Source: an optimization exercise on an open RTL-to-GDS flow (aim: small area, a short achievable clock period and few clock cycles per item). Production flows keep margins and buffers that such runs may drop.
RTL that was checked went through simulation tests only; none was proved equivalent to the original.
Power and IR drop assume default switching activity.

Setup of east:
// processor_arm
module processor_arm
	#(parameter N = 64)
	(input logic CLOCK_50, reset,
	output logic [N-1:0] IM_addr,
	input logic [31:0] IM_readData,
	output logic [N-1:0] DM_writeData, DM_addr,
	output logic DM_writeEnable, DM_readEnable,
	input logic [N-1:0] DM_readData);
	logic clk;
	assign clk = CLOCK_50;
	logic [7:0] lo;                      
	logic [11:0] mid;                    
	logic [41:0] top;                    
	logic [1:0] td;                      
	logic [11:0] hv;                     
	logic hc;
	logic [31:0] instr_D;                
	logic [7:0] tlo_D;                   
	logic tc_D;                          
	logic [63:0] A_E, B_E, S_E;          
	logic sub_E;                         
	logic [1:0] op_E;                    
	logic we_E, ld_E, st_E;
	logic [4:0] rd_E;
	logic [63:0] res_M, S_M;             
	logic zres_M;                        
	logic we_M, ld_M, st_M;
	logic [4:0] rd_M;
	logic stall, redirect_D;
	logic [13:0] mid_sum;
	assign mid_sum = {2'b00, mid} + {{2{hv[11]}}, hv} + {13'b0, hc};
	logic [41:0] top_next;
	always_comb begin
		logic all1, all0;
		all1 = 1'b1;
		all0 = 1'b1;
		for (int i = 0; i < 42; i++) begin
			top_next[i] = top[i] ^ ((td == 2'b01) ? all1 : (td == 2'b11) ? all0 : 1'b0);
			all1 = all1 & top[i];
			all0 = all0 & ~top[i];
		end
	end
	assign IM_addr = {top, mid, lo, 2'b00};
	logic f_uncond;
	logic [8:0] f_tlo;                   
	assign f_uncond = (IM_readData[31:24] == 8'hB4) && (IM_readData[4:0] == 5'd31);
	assign f_tlo = {1'b0, lo} + {1'b0, IM_readData[12:5]};
	logic [4:0] f_rn, f_p2;
	logic [30:0] sel1_F, sel1_D, sel2_F, sel2_D;
	logic f_movz;
	assign f_movz = (IM_readData[31:23] == 9'b110100101);
	assign f_rn = IM_readData[9:5];
  ...
Size: about 9000 cells after synthesis, ~290 I/O pins, about 120000 um2 of cells after synthesis.
clock: 8.5 ns
lec_check: 0
cap_margin: 20
core_margin: 2
core_utilization: 40
cts_cluster_size: 30
setup_slack_margin: 5.0
slew_margin: 20
standard.sh (not shown) runs the stock make flow with config.mk's settings and CLKGATE_MAP_FILE= SYNTH_SCRIPT=/design/flow/synth_recipe.tcl, a recipe that flattens the netlist after the stock synthesis.
==> flow/flow/run.sh <==
#!/bin/bash
# Own flow: the standard layout (standard.sh, unchanged synthesis and steps),
# with the port buffers made from ordinary buffer cells instead of the
# clkdlybuf4s50 delay cells that buffer_ports picks by default.
set -euo pipefail
bash standard.sh "BUFFER_PORTS_ARGS=-buffer_cell sky130_fd_sc_hd__buf_4" finish > standard_flow.log 2>&1
east finished every step from synthesis to the final layout, and the layout passed the timing, design-rule and antenna checks.
Testbench counts of east, summed over its fixed seeds: cycles 229,640, instrs 217,597.
Modified inputs, north compared to east
# east
export LEC_CHECK = 0
export CAP_MARGIN = 20
export CORE_MARGIN = 2
export CORE_UTILIZATION = 40
export CTS_CLUSTER_SIZE = 30
export SETUP_SLACK_MARGIN = 5.0
export SLEW_MARGIN = 20
create_clock -name core_clock -period 8.5 [get_ports {CLOCK_50}]
# north
export LEC_CHECK = 0
export CAP_MARGIN = 20
export CORE_MARGIN = 2
export CORE_UTILIZATION = 40
export SETUP_SLACK_MARGIN = 5.0
export SLEW_MARGIN = 20
create_clock -name core_clock -period 8.5 [get_ports {CLOCK_50}]
==> flow/flow/run.sh <==
#!/bin/bash
# Own flow: the standard layout (standard.sh, unchanged synthesis and steps), with
# - the port buffers made from ordinary buffer cells instead of the clkdlybuf4s50
#   delay cells that buffer_ports picks by default;
# - clock tree synthesis with larger sink clusters and without dummy loads.
set -euo pipefail
bash standard.sh \
  "BUFFER_PORTS_ARGS=-buffer_cell sky130_fd_sc_hd__buf_4" \
  "CTS_ARGS=-sink_clustering_enable -repair_clock_nets -dont_use_dummy_load -sink_clustering_size 24 -sink_clustering_max_diameter 80" \
  finish > standard_flow.log 2>&1
north closes out successfully: all stages finished, all timing, DRC and antenna checks passed. east has completed all stages; timing, DRC and antenna checks passed. Compared with east, north shows a clock skew after layout that is 60 ps higher. Going from east to north, post-route fraction of the period consumed by the critical path -0.25 points, core occupancy in the finished layout -2.0 points. Of the two values seen for endpoint of the worst setup timing path, mid[9] was produced by east and top[36] by north. The launching element of the worst setup path comes out A_E[9] in one run and B_E[27] in the other, namely in east and north respectively. Comparing final-layout worst hold slack for east and north, the smaller number came from north. After detailed routing, east needs more wire than north.

* * *

processor_arm, a different RTL version from the one above (not shown whole).
Size in the first run: about 2600 flip-flops, ~290 I/O pins.
Settings: LEC_CHECK=0, CAP_MARGIN=20, CORE_MARGIN=2, CORE_UTILIZATION=40, CTS_CLUSTER_SIZE=30, SETUP_SLACK_MARGIN=5.0, SLEW_MARGIN=20; clock period 8.5 ns.
run.sh (not shown) runs the stock make flow with config.mk's settings and CLKGATE_MAP_FILE= SYNTH_SCRIPT=/design/flow/synth_recipe.tcl, a recipe that flattens the netlist after the stock synthesis.
Stock flow here: none of the scripts above is used.
The first run passed the timing, design-rule and antenna checks.
Rerun with:
==> flow/flow/run.sh (new file) <==
#!/bin/bash
# Own flow: the standard layout (standard.sh, unchanged synthesis and steps),
# with the port buffers made from ordinary buffer cells instead of the
# clkdlybuf4s50 delay cells that buffer_ports picks by default.
set -euo pipefail
bash standard.sh "BUFFER_PORTS_ARGS=-buffer_cell sky130_fd_sc_hd__buf_4" finish > standard_flow.log 2>&1
==> flow/standard.sh (new file) <==
#!/bin/bash
# synth_recipe.tcl (not shown) runs the flow's synth.tcl, then flattens the netlist and writes it again
# the make line also repeats each setting of config.mk as NAME=value (left out here)
make -C /OpenROAD-flow-scripts/flow DESIGN_CONFIG=/design/flow/config.mk WORK_HOME=/design/flow/orfs CLKGATE_MAP_FILE= SYNTH_SCRIPT=/design/flow/synth_recipe.tcl "${@:-finish}"
removed: flow/run.sh
Result: The new run reached the layout checks and failed them: max-slew violations; sequential share of layout area climbs by 0.42 points; total power drops by 1.2%; area after synthesis is unchanged.
No run of this note included a check of the RTL's function; only the layout flow was run.

* * *

The RTL this note starts from:
==> flow/design.v <==
module regfile
	(input logic clk, reset, we3,
	input logic [30:0] sel1, sel2,
	input logic [4:0] wa3,
	input logic [63:0] wd3,
	input logic wzero,                   
	output logic [63:0] rd1, rd2,
	output logic zero2,
	output logic [30:0] written);
	logic [30:0][63:0] REGS;
	logic [30:0] zf;
	always_ff @(posedge clk, posedge reset)
		if (reset) written <= '0;
		else if (we3 && wa3 != 5'd31) written[wa3] <= 1'b1;
	always_ff @(posedge clk)
		for (int i = 0; i < 31; i++)
			if (we3 && wa3 == i) begin
				REGS[i] <= wd3;
				zf[i] <= wzero;
			end
	always_comb begin
		rd1 = '0;
		rd2 = '0;
		zero2 = 1'b0;
		for (int i = 0; i < 31; i++) begin
			rd1 = rd1 | ({64{sel1[i]}} & REGS[i]);
			rd2 = rd2 | ({64{sel2[i]}} & REGS[i]);
			zero2 = zero2 | (sel2[i] & zf[i]);
		end
	end
endmodule
module processor_arm
	#(parameter N = 64)
	(input logic CLOCK_50, reset,
	output logic [N-1:0] IM_addr,
	input logic [31:0] IM_readData,
	output logic [N-1:0] DM_writeData, DM_addr,
	output logic DM_writeEnable, DM_readEnable,
	input logic [N-1:0] DM_readData);
	logic clk;
	assign clk = CLOCK_50;
	logic [7:0] lo;                      
	logic [11:0] mid;                    
	logic [41:0] top;                    
	logic [1:0] td;                      
	logic [11:0] hv;                     
	logic hc;
	logic [31:0] instr_D;                
	logic [7:0] tlo_D;                   
	logic tc_D;                          
	logic [63:0] A_E, B_E, S_E;          
	logic sub_E;                         
	logic [1:0] op_E;                    
	logic we_E, ld_E, st_E;
	logic [4:0] rd_E;
	logic [63:0] res_M, S_M;             
	logic zres_M;                        
	logic we_M, ld_M, st_M;
	logic [4:0] rd_M;
	logic stall, redirect_D;
	logic [13:0] mid_sum;
	assign mid_sum = {2'b00, mid} + {{2{hv[11]}}, hv} + {13'b0, hc};
	logic [41:0] top_next;
	always_comb begin
		logic all1, all0;
		all1 = 1'b1;
		all0 = 1'b1;
		for (int i = 0; i < 42; i++) begin
			top_next[i] = top[i] ^ ((td == 2'b01) ? all1 : (td == 2'b11) ? all0 : 1'b0);
			all1 = all1 & top[i];
			all0 = all0 & ~top[i];
		end
	end
	assign IM_addr = {top, mid, lo, 2'b00};
	logic f_uncond;
	logic [8:0] f_tlo;                   
	assign f_uncond = (IM_readData[31:24] == 8'hB4) && (IM_readData[4:0] == 5'd31);
	assign f_tlo = {1'b0, lo} + {1'b0, IM_readData[12:5]};
	logic [4:0] f_rn, f_p2;
	logic [30:0] sel1_F, sel1_D, sel2_F, sel2_D;
	logic f_movz;
	assign f_movz = (IM_readData[31:23] == 9'b110100101);
	assign f_rn = IM_readData[9:5];
	assign f_p2 = IM_readData[28] ? IM_readData[4:0] : IM_readData[20:16];
	always_comb
		for (int i = 0; i < 31; i++) begin
			sel1_F[i] = (f_rn == i) && !f_movz;
			sel2_F[i] = (f_p2 == i);
		end
	always_ff @(posedge clk, posedge reset)
		if (reset) begin
			lo <= '0;
			mid <= '0;
			top <= '0;
			td <= '0;
			hv <= '0;
			hc <= 1'b0;
			instr_D <= '0;
		end else begin
			if (redirect_D) begin
				lo <= tlo_D;
				hv <= {instr_D[23], instr_D[23:13]};
				hc <= tc_D;
				instr_D <= '0;
			end else if (!stall) begin
				mid <= mid_sum[11:0];
				top <= top_next;
				td <= mid_sum[13:12];
				instr_D <= IM_readData;
				if (f_uncond) begin
					lo <= f_tlo[7:0];
					hv <= {IM_readData[23], IM_readData[23:13]};
					hc <= f_tlo[8];
				end else begin
					lo <= lo + 8'd1;
					hv <= '0;
					hc <= (lo == 8'hFF);
				end
			end
		end
	always_ff @(posedge clk)
		if (!stall) begin
			tlo_D <= f_tlo[7:0];
			tc_D <= f_tlo[8];
		end
	always_ff @(posedge clk)
		for (int i = 0; i < 31; i++) begin
			sel1_D[i] <= stall ? ((instr_D[9:5] == i) && !isMOVZ) : sel1_F[i];
			sel2_D[i] <= stall ? (p2 == i) : sel2_F[i];
		end
	logic [10:0] op;
	logic isR, isSUB, isAND, isORR, isLD, isST, isCBZ, isMOVZ;
	logic [4:0] rn, rm, rt, p2;
	logic [63:0] wd_M;
	logic wzero_M;
	logic [63:0] rd1, rd2, res_E;
	logic zero_E;
	logic [30:0] written;
	assign op = instr_D[31:21];
	assign isAND = (op == 11'b10001010000);
	assign isORR = (op == 11'b10101010000);
	assign isSUB = (op == 11'b11001011000);
	assign isR = (op == 11'b10001011000) | isSUB | isAND | isORR;
	assign isLD = (op == 11'b11111000010);
	assign isST = (op == 11'b11111000000);
	assign isCBZ = (instr_D[31:24] == 8'b10110100) && (instr_D[4:0] != 5'd31);
	assign isMOVZ = (instr_D[31:23] == 9'b110100101);
	assign rt = instr_D[4:0];
	assign rn = instr_D[9:5];
	assign rm = instr_D[20:16];
	assign p2 = instr_D[28] ? rt : rm;
	logic rf_zero2;
	regfile registers (.clk(clk), .reset(reset), .we3(we_M), .sel1(sel1_D), .sel2(sel2_D), .wa3(rd_M),
		.wd3(wd_M), .wzero(wzero_M), .rd1(rd1), .rd2(rd2), .zero2(rf_zero2), .written(written));
	logic e1, e2, m1, m2, n1, n2;
	logic d_we;
	assign d_we = (isR || isLD || isMOVZ) && (instr_D[4:0] != 5'd31);
	logic [31:0] unwritten;
	always_comb begin
		unwritten = {1'b0, ~written};
		if (we_M) unwritten[rd_M] = 1'b0;
	end
	always_ff @(posedge clk, posedge reset)
		if (reset) begin
			e1 <= 1'b0;
			e2 <= 1'b0;
			m1 <= 1'b0;
			m2 <= 1'b0;
			n1 <= 1'b0;
			n2 <= 1'b0;
		end else if (stall) begin
			e1 <= 1'b0;
			e2 <= 1'b0;
			m1 <= we_E && (rd_E == rn) && !isMOVZ;
			m2 <= we_E && (rd_E == p2);
			n1 <= unwritten[rn] && !isMOVZ;
			n2 <= unwritten[p2];
		end else begin
			e1 <= d_we && (instr_D[4:0] == f_rn) && !f_movz;
			e2 <= d_we && (instr_D[4:0] == f_p2);
			m1 <= we_E && (rd_E == f_rn) && !f_movz;
			m2 <= we_E && (rd_E == f_p2);
			n1 <= unwritten[f_rn] && !f_movz;
			n2 <= unwritten[f_p2];
		end
	logic use1, use2;
	assign use1 = isR | isLD | isST;
	assign use2 = isR | isST | isCBZ;
	assign stall = (ld_E && ((use1 && e1) || (use2 && e2))) || (isCBZ && ld_M && m2);
	logic [63:0] o1, o2;
	assign o1 = m1 ? wd_M : n1 ? {59'b0, rn} : rd1;
	assign o2 = m2 ? wd_M : n2 ? {59'b0, p2} : rd2;
	logic rt_zero;
	assign rt_zero = e2 ? zero_E : m2 ? zres_M : n2 ? (p2 == 5'd0) : rf_zero2;
	assign redirect_D = isCBZ && !stall && rt_zero;
	logic [63:0] imm;
	always_comb
		if (isMOVZ) imm = {48'b0, instr_D[20:5]} << {instr_D[22:21], 4'b0};
		else imm = {{55{instr_D[20]}}, instr_D[20:12]};
	logic [63:0] resA_E;
	always_ff @(posedge clk) begin
		A_E <= e1 ? resA_E : (isSUB ? ~o1 : o1);
		B_E <= (e2 && isR) ? res_E : (isR ? o2 : imm);
		S_E <= e2 ? res_E : o2;
		sub_E <= isSUB;
		op_E <= {isORR, isAND};
		rd_E <= instr_D[4:0];
	end
	always_ff @(posedge clk, posedge reset)
		if (reset) begin
			we_E <= 1'b0;
			ld_E <= 1'b0;
			st_E <= 1'b0;
		end else begin
			we_E <= !stall && d_we;
			ld_E <= !stall && isLD;
			st_E <= !stall && isST;
		end
	logic [63:0] sum_E;
	logic subA;
	assign sum_E = A_E + B_E;
	assign subA = sub_E ^ isSUB;
	always_comb
		case (op_E)
			2'b01: begin res_E = A_E & B_E; resA_E = (A_E & B_E) ^ {64{isSUB}}; end
			2'b10: begin res_E = A_E | B_E; resA_E = (A_E | B_E) ^ {64{isSUB}}; end
			default: begin res_E = sum_E ^ {64{sub_E}}; resA_E = sum_E ^ {64{subA}}; end
		endcase
	always_comb
		case (op_E)
			2'b01: zero_E = ((A_E & B_E) == 64'b0);
			2'b10: zero_E = ((A_E | B_E) == 64'b0);
			default: zero_E = sub_E ? ((A_E ^ B_E) == '1) : ((A_E ^ B_E) == {A_E[62:0] | B_E[62:0], 1'b0});
		endcase
	always_ff @(posedge clk) begin
		res_M <= res_E;
		zres_M <= zero_E;
		S_M <= S_E;
		rd_M <= rd_E;
	end
	always_ff @(posedge clk, posedge reset)
		if (reset) begin
			we_M <= 1'b0;
			ld_M <= 1'b0;
			st_M <= 1'b0;
		end else begin
			we_M <= we_E;
			ld_M <= ld_E;
			st_M <= st_E;
		end
	assign DM_addr = res_M;
	assign DM_writeData = S_M;
	assign DM_writeEnable = st_M;
	assign DM_readEnable = ld_M;
	assign wd_M = ld_M ? DM_readData : res_M;
	assign wzero_M = ld_M ? (DM_readData == 64'b0) : zres_M;
endmodule
Settings: LEC_CHECK=0, CAP_MARGIN=20, CORE_MARGIN=2, CORE_UTILIZATION=45, PLACE_DENSITY=0.7, SETUP_SLACK_MARGIN=5.0, SLEW_MARGIN=35; clock period 8.5 ns.
standard.sh (not shown) runs the stock make flow with config.mk's settings and CLKGATE_MAP_FILE= SYNTH_SCRIPT=/design/flow/synth_recipe.tcl, a recipe that flattens the netlist after the stock synthesis.
==> flow/flow/run.sh <==
#!/bin/bash
# Own flow: the standard layout (standard.sh, unchanged synthesis and steps), with
# - the port buffers made from ordinary buffer cells instead of the clkdlybuf4s50
#   delay cells that buffer_ports picks by default;
# - clock tree synthesis with larger sink clusters and without dummy loads.
set -euo pipefail
bash standard.sh \
  "BUFFER_PORTS_ARGS=-buffer_cell sky130_fd_sc_hd__buf_4" \
  "SETUP_SLACK_MARGIN=5.5" \
  "CTS_ARGS=-sink_clustering_enable -repair_clock_nets -dont_use_dummy_load -sink_clustering_size 24 -sink_clustering_max_diameter 80" \
  finish > standard_flow.log 2>&1
The starting point produced a clean layout.
Testbench counts at the start, summed over its fixed seeds: cycles 229,640, instrs 217,597.
==> next run, changes <==
--- a/flow/flow/run.sh
+++ b/flow/flow/run.sh
@@ -9 +9 @@
-  "SETUP_SLACK_MARGIN=5.5" \
+  "SETUP_SLACK_MARGIN=5.25" \
What happened:
- worst hold slack gains 0.017 ns
- die area is unchanged
- final cell count went down by a few percent
- setup slack gets worse by 0.18 ns
- non-clock buffer count went down by 380
- combinational power went down by about a fifth
- utilization shrinks by 2.9 points
==> next run, changes <==
--- a/flow/flow/run.sh
+++ b/flow/flow/run.sh
@@ -9 +9 @@
-  "SETUP_SLACK_MARGIN=5.25" \
+  "SETUP_SLACK_MARGIN=5.4" \
What happened: The new run ran to the end with no violations; core utilization rises by 1.7 points; setup slack is worse by 0.13 ns; final area rises by 3.3%; combinational power rises by 11%; clock-buffer cell count falls by 9; global-route usage falls by 0.38 points; power barely changes; via count rises by 2.9%; critical path depth rises by 5.
==> next run, changes <==
--- a/flow/flow/run.sh
+++ b/flow/flow/run.sh
@@ -9 +9 @@
-  "SETUP_SLACK_MARGIN=5.4" \
+  "SETUP_SLACK_MARGIN=5.5" \
CORE_UTILIZATION = 40   (was 45)
PLACE_DENSITY = not set   (was 0.7)
The new run produced a clean layout.
Via count came out higher by 0.83%.
Non-clock buffer count increases by 66.
Clock skew went down by 0.036 ns.
Final area rose by 2.4%.
Routed wire length is higher by 4.3%.
Utilization went down by 5.1 points.
Worst setup slack gains 0.30 ns.
Critical path depth shrinks by 1.
First-iteration DRC count goes down by 5.9%.
Clock-buffer cell count goes up by 9.
Sequential share of layout area came out lower by 1.1 points.

## what the ideal ports hide
How much do the figures lean on ideal ports? The routed layouts below were timed once more, with nothing changed but the port constraints. Step 1, drivers: a clkbuf_16 drives CLOCK_50 and a buf_2 each remaining input, both assumed. Step 2 times the ports against the registers' clock, not the clock port: input delays grow and output delays shrink by t, the midpoint of the rising clock arrivals with the driver on. a / b / c = ideal / step 1 / step 2; a / b = the first two.
| run | t (ns) | setup WS [ns] | worst setup path after step 2 | cell pins on the clock port's net |
|---|---|---|---|---|
| east | 0.992 | 4.660 / 4.660 / 4.015 | input to register | 1 |
| north | 0.972 | 4.681 / 4.681 / 4.097 | input to register | 1 |
| the first run of note 2 | 0.980 | 4.514 / 4.514 / 4.021 | input to register | 1 |
| the second run of note 2 | 0.972 | 4.535 / 4.535 / 4.009 | input to register | 1 |
| the first run of note 3 | 0.972 | 5.146 / 5.118 / 4.496 | input to register | 1 |
| the second run of note 3 | 0.930 | 4.963 / 4.963 / 4.314 | input to register | 1 |
| the third run of note 3 | 0.940 | 4.830 / 4.830 / 4.318 | input to register | 1 |
| the fourth run of note 3 | 0.984 | 5.132 / 5.119 / 4.476 | input to register | 1 |
The setup slack of the fourth run of note 3, which loses most, moves by -0.013 ns with the drivers and by -0.656 ns with both steps.
